Context: an optimization exercise on an open-source flow, tuned for small area and a short achievable clock period. The choices shown serve that exercise and are no tape-out recipe.
Function was checked by simulation only, so behaviour that the tests miss may differ from the original.

==> trial 74: inputs <==
## CHIP
module CHIP(clk,
            rst_n,
            mem_wen_D,
            mem_addr_D,
            mem_wdata_D,
            mem_rdata_D,
            mem_addr_I,
            mem_rdata_I);
export LEC_CHECK = 0
export CAP_MARGIN = 20
export CORE_MARGIN = 2
export CORE_UTILIZATION = 40
export CTS_CLUSTER_DIAMETER = 80
export CTS_CLUSTER_SIZE = 18
export SLEW_MARGIN = 20
export SYNTH_HIERARCHICAL = 1
create_clock -name core_clock -period 80.0 [get_ports {clk}]
standard.sh (not shown) runs the stock make flow with config.mk's settings and CLKGATE_MAP_FILE= SYNTH_SCRIPT=/design/flow/synth_recipe.tcl, a recipe that flattens the netlist after the stock synthesis.
==> flow/flow/run.sh <==
#!/bin/bash
# Standard layout (the standard.sh), with timing repair aimed at a larger
# setup slack margin, free gate sizing, and buf_4 port buffers.  The clock
# period and constraints are unchanged.
set -euo pipefail
bash standard.sh SETUP_SLACK_MARGIN=44.2 MATCH_CELL_FOOTPRINT=0 \
    "BUFFER_PORTS_ARGS=-buffer_cell sky130_fd_sc_hd__buf_4" finish > standard.log 2>&1
==> inputs of build 84, as changes to trial 74 <==
==> flow/flow/run.sh (replaced) <==
#!/bin/bash
# Standard layout (the standard.sh), with timing repair aimed at a larger
# setup slack margin, free gate sizing, and buf_2 port buffers.  The clock
# period and constraints are unchanged.
set -euo pipefail
bash standard.sh SETUP_SLACK_MARGIN=44.2 MATCH_CELL_FOOTPRINT=0 \
    "BUFFER_PORTS_ARGS=-buffer_cell sky130_fd_sc_hd__buf_2" finish > standard.log 2>&1
- CTS_CLUSTER_DIAMETER: 80 -> 100
- CTS_CLUSTER_SIZE: 18 -> 25
==> metrics.md <==
| Metric | Value |
|---|---|
| M2 GR Usage | `about 50%` |
| Filler Cells Inserted | `13.4k` |
| Relative slew slack | `between 10% and 20%` |
| Met3 Use GR | `14.5%` |
| Routed WL | `285 mm` |
| Status | `finished clean` |
| Skew final | `0.0566 ns` |
| Worst Setup SP | `mem_rdata_I[17]` |
Source of the figures above: build 84

==> metrics.md <==
| Metric | Value |
|---|---|
| Met3 Use GR | `15.8%` |
| Status | `finished clean` |
| Worst Setup SP | `mem_rdata_I[21]` |
| Non-clk bufs | `523` |
| Skew final | `approximately 0.033 ns` |
| M2 GR Usage | `50.0%` |
| WP data required | `64.00 ns` |
| Relative slew slack | `approximately 16%` |
Source of the figures above: trial 74


========
==> run B: inputs <==
CHIP again, from the RTL that the note above started with.
clock: 80.0 ns
lec_check: 0
cap_margin: 20
core_margin: 2
core_utilization: 40
slew_margin: 20
synth_hierarchical: 1
==> flow/flow/run.sh <==
#!/bin/bash
# Standard layout (the standard.sh), with timing repair aimed at a larger
# setup slack margin, free gate sizing, and buf_4 port buffers.  The clock
# period and constraints are unchanged.
set -euo pipefail
bash standard.sh SETUP_SLACK_MARGIN=44.2 MATCH_CELL_FOOTPRINT=0 \
    "BUFFER_PORTS_ARGS=-buffer_cell sky130_fd_sc_hd__buf_4" finish > standard.log 2>&1
==> inputs of run D, as changes to run B <==
==> flow/flow/run.sh (replaced) <==
#!/bin/bash
# Standard layout (the standard.sh), with timing repair aimed at a larger
# setup slack margin, free gate sizing, and buf_2 port buffers.  The clock
# period and constraints are unchanged.
set -euo pipefail
bash standard.sh SETUP_SLACK_MARGIN=44.2 MATCH_CELL_FOOTPRINT=0 \
    "BUFFER_PORTS_ARGS=-buffer_cell sky130_fd_sc_hd__buf_2" finish > standard.log 2>&1
Settings changed: CORE_UTILIZATION 40 to 50, CTS_CLUSTER_DIAMETER from default to 80, CTS_CLUSTER_SIZE from default to 18.
==> out/results.txt <==
The flow ran to the end and the layout has no timing, DRC or antenna violations. The relative area change from synthesis to final layout is 19.1%, and the clock network latency to the later pin of the worst-skew pair is 760 ps. In this run the worst setup path terminates at mem_wdata_D[14]. Die outline height: 390 um. The die is 390 um wide.

The met2 demand-to-capacity share in global routing was 0.496. 5 antenna diodes ended up in the layout. Share of cell area taken by multi-input logic gates: 0.485.

The tools report the via total after detailed routing as 58700. The first global-routing pass estimated 403000 um of wire. Derived from the worst setup path, the maximum achievable clock frequency is 27.8 MHz.
-- figures above: run B

==> out/results.txt <==
Measured along the y axis, the die boundary spans 349 um. The flow ran to the end and the layout has no timing, DRC or antenna violations. In this run the worst setup path terminates at mem_addr_D[29]. The repair_antennas step left the layout with diodes totalling 4. The clock reaches the later pin of the worst-skew pair after 710 ps. The floorplan step set the die width to 349 um. For the met2 demand-to-capacity share in global routing, the log shows 0.630. The via total after detailed routing came out at 58600.
-- figures above: run D


========
==> inputs of job 976 <==
CHIP again, from the RTL that the note above started with.
==> flow/design.v (excerpt) <==
module CHIP(clk,
            rst_n,
            mem_wen_D,
            mem_addr_D,
            mem_wdata_D,
            mem_rdata_D,
            mem_addr_I,
            mem_rdata_I);
Settings: LEC_CHECK=0, CAP_MARGIN=20, CORE_MARGIN=2, CORE_UTILIZATION=40, CTS_CLUSTER_DIAMETER=100, CTS_CLUSTER_SIZE=25, SLEW_MARGIN=20, SYNTH_HIERARCHICAL=1; clock period 80.0 ns.
==> flow/flow/run.sh <==
#!/bin/bash
# Standard layout (the standard.sh), with timing repair aimed at a larger
# setup slack margin, free gate sizing, and buf_4 port buffers.  The clock
# period and constraints are unchanged.
set -euo pipefail
bash standard.sh SETUP_SLACK_MARGIN=45 MATCH_CELL_FOOTPRINT=0 \
    "BUFFER_PORTS_ARGS=-buffer_cell sky130_fd_sc_hd__buf_4" finish > standard.log 2>&1
==> job 3229 (differences from job 976) <==
CTS_CLUSTER_DIAMETER = not set   (was 100)
CTS_CLUSTER_SIZE = not set   (was 25)
==> notes <==
- Job 976 finished with timing, DRC and antenna clean. Job 3229 finished clean.
- Of job 3229 and job 976, job 976 has the higher first-iteration DRC count (gap about 1.2%, measured against job 976).
- In area after synthesis, job 3229 and job 976 do not differ.
- In job 976 the wire length is smaller than in job 3229, by about 1%.
- Between job 976 and job 3229, the lower hold slack is in job 3229 (gap 4.7 ps).
- In job 3229 the count of clock-buffer cells in the layout is higher than in job 976, by 90.
- Synthesized cell count is the same in job 976 and job 3229.
- Between job 3229 and job 976, the lower non-clock buffer count is in job 3229 (gap 3).
- In critical path depth, job 3229 and job 976 do not differ.
==> figures <==
Status: job 3229 finished clean; job 976 finished clean
Actual transition at the worst max-transition pin: job 3229 1260 ps; job 976 1270 ps
Tightest slew margin relative to the limit: job 3229 15.5%; job 976 15.3%
Max FO, Critical Path: job 3229 16; job 976 6
CP startpoint: job 3229 mem_rdata_I[15]; job 976 mem_rdata_I[16]
Post-DR vias/cell: job 3229 7.63; job 976 7.68
End-of-flow core utilization: job 3229 49.4%; job 976 48.1%
Met1 global-route usage: job 3229 47.5%; job 976 47.4%
Total met3 wirelength after detailed routing: job 3229 49.8 mm; job 976 49.0 mm
Tmin final: job 3229 35860 ps; job 976 35760 ps
Fraction of layout instances using a drive strength above 1: job 3229 21.1%; job 976 19.7%
Hold Crit Start: job 3229 R[24].q[21]; job 976 R[22].q[5]
Reg-to-reg critical path endpoint: job 3229 R[5].q[31]; job 976 R[6].q[31]
Wire length after detailed routing: job 3229 293 mm; job 976 290 mm
Hold_ws: job 3229 490 ps; job 976 495 ps
Share of cell area taken by multi-input logic gates: job 3229 48.0%; job 976 49.3%
Routed via count: job 3229 59700; job 976 59300

==> what the ideal ports hide <==
The flow's constraints put no driver on any port. The routed layouts listed below were extracted and timed again, unchanged, in two steps.
Step 1 sets driving cells, clkbuf_16 on the clock port and buf_2 on the other inputs (assumed; they add their load-dependent delay and slew).
Step 2 adds t to the input delays and takes it off the output delays; t is the mean of the earliest and latest rising clock arrival at the registers after step 1. Input paths then give back, and output paths get back, about the clock's delay inside the block.
Three values: no drivers, after step 1, after step 2; two values: the first two.
run | t, ns | setup slack, ns | worst setup path after step 2 | cell pins on the clock port's net
trial 74 | 0.788 | 44.026 / 43.826 / 43.826 | input to output | 1
build 84 | 0.752 | 44.078 / 43.896 / 43.896 | input to output | 1
run B | 0.819 | 44.088 / 43.904 / 43.904 | input to output | 1
run D | 0.767 | 43.930 / 43.738 / 43.738 | input to output | 1
job 976 | 0.766 | 44.245 / 44.056 / 44.056 | input to output | 1
job 3229 | 0.816 | 44.136 / 43.906 / 43.906 | input to output | 1
After both steps every run listed still meets setup and hold. The setup slack of job 3229, which loses most, moves by -0.230 ns with the drivers and by -0.230 ns with both steps.
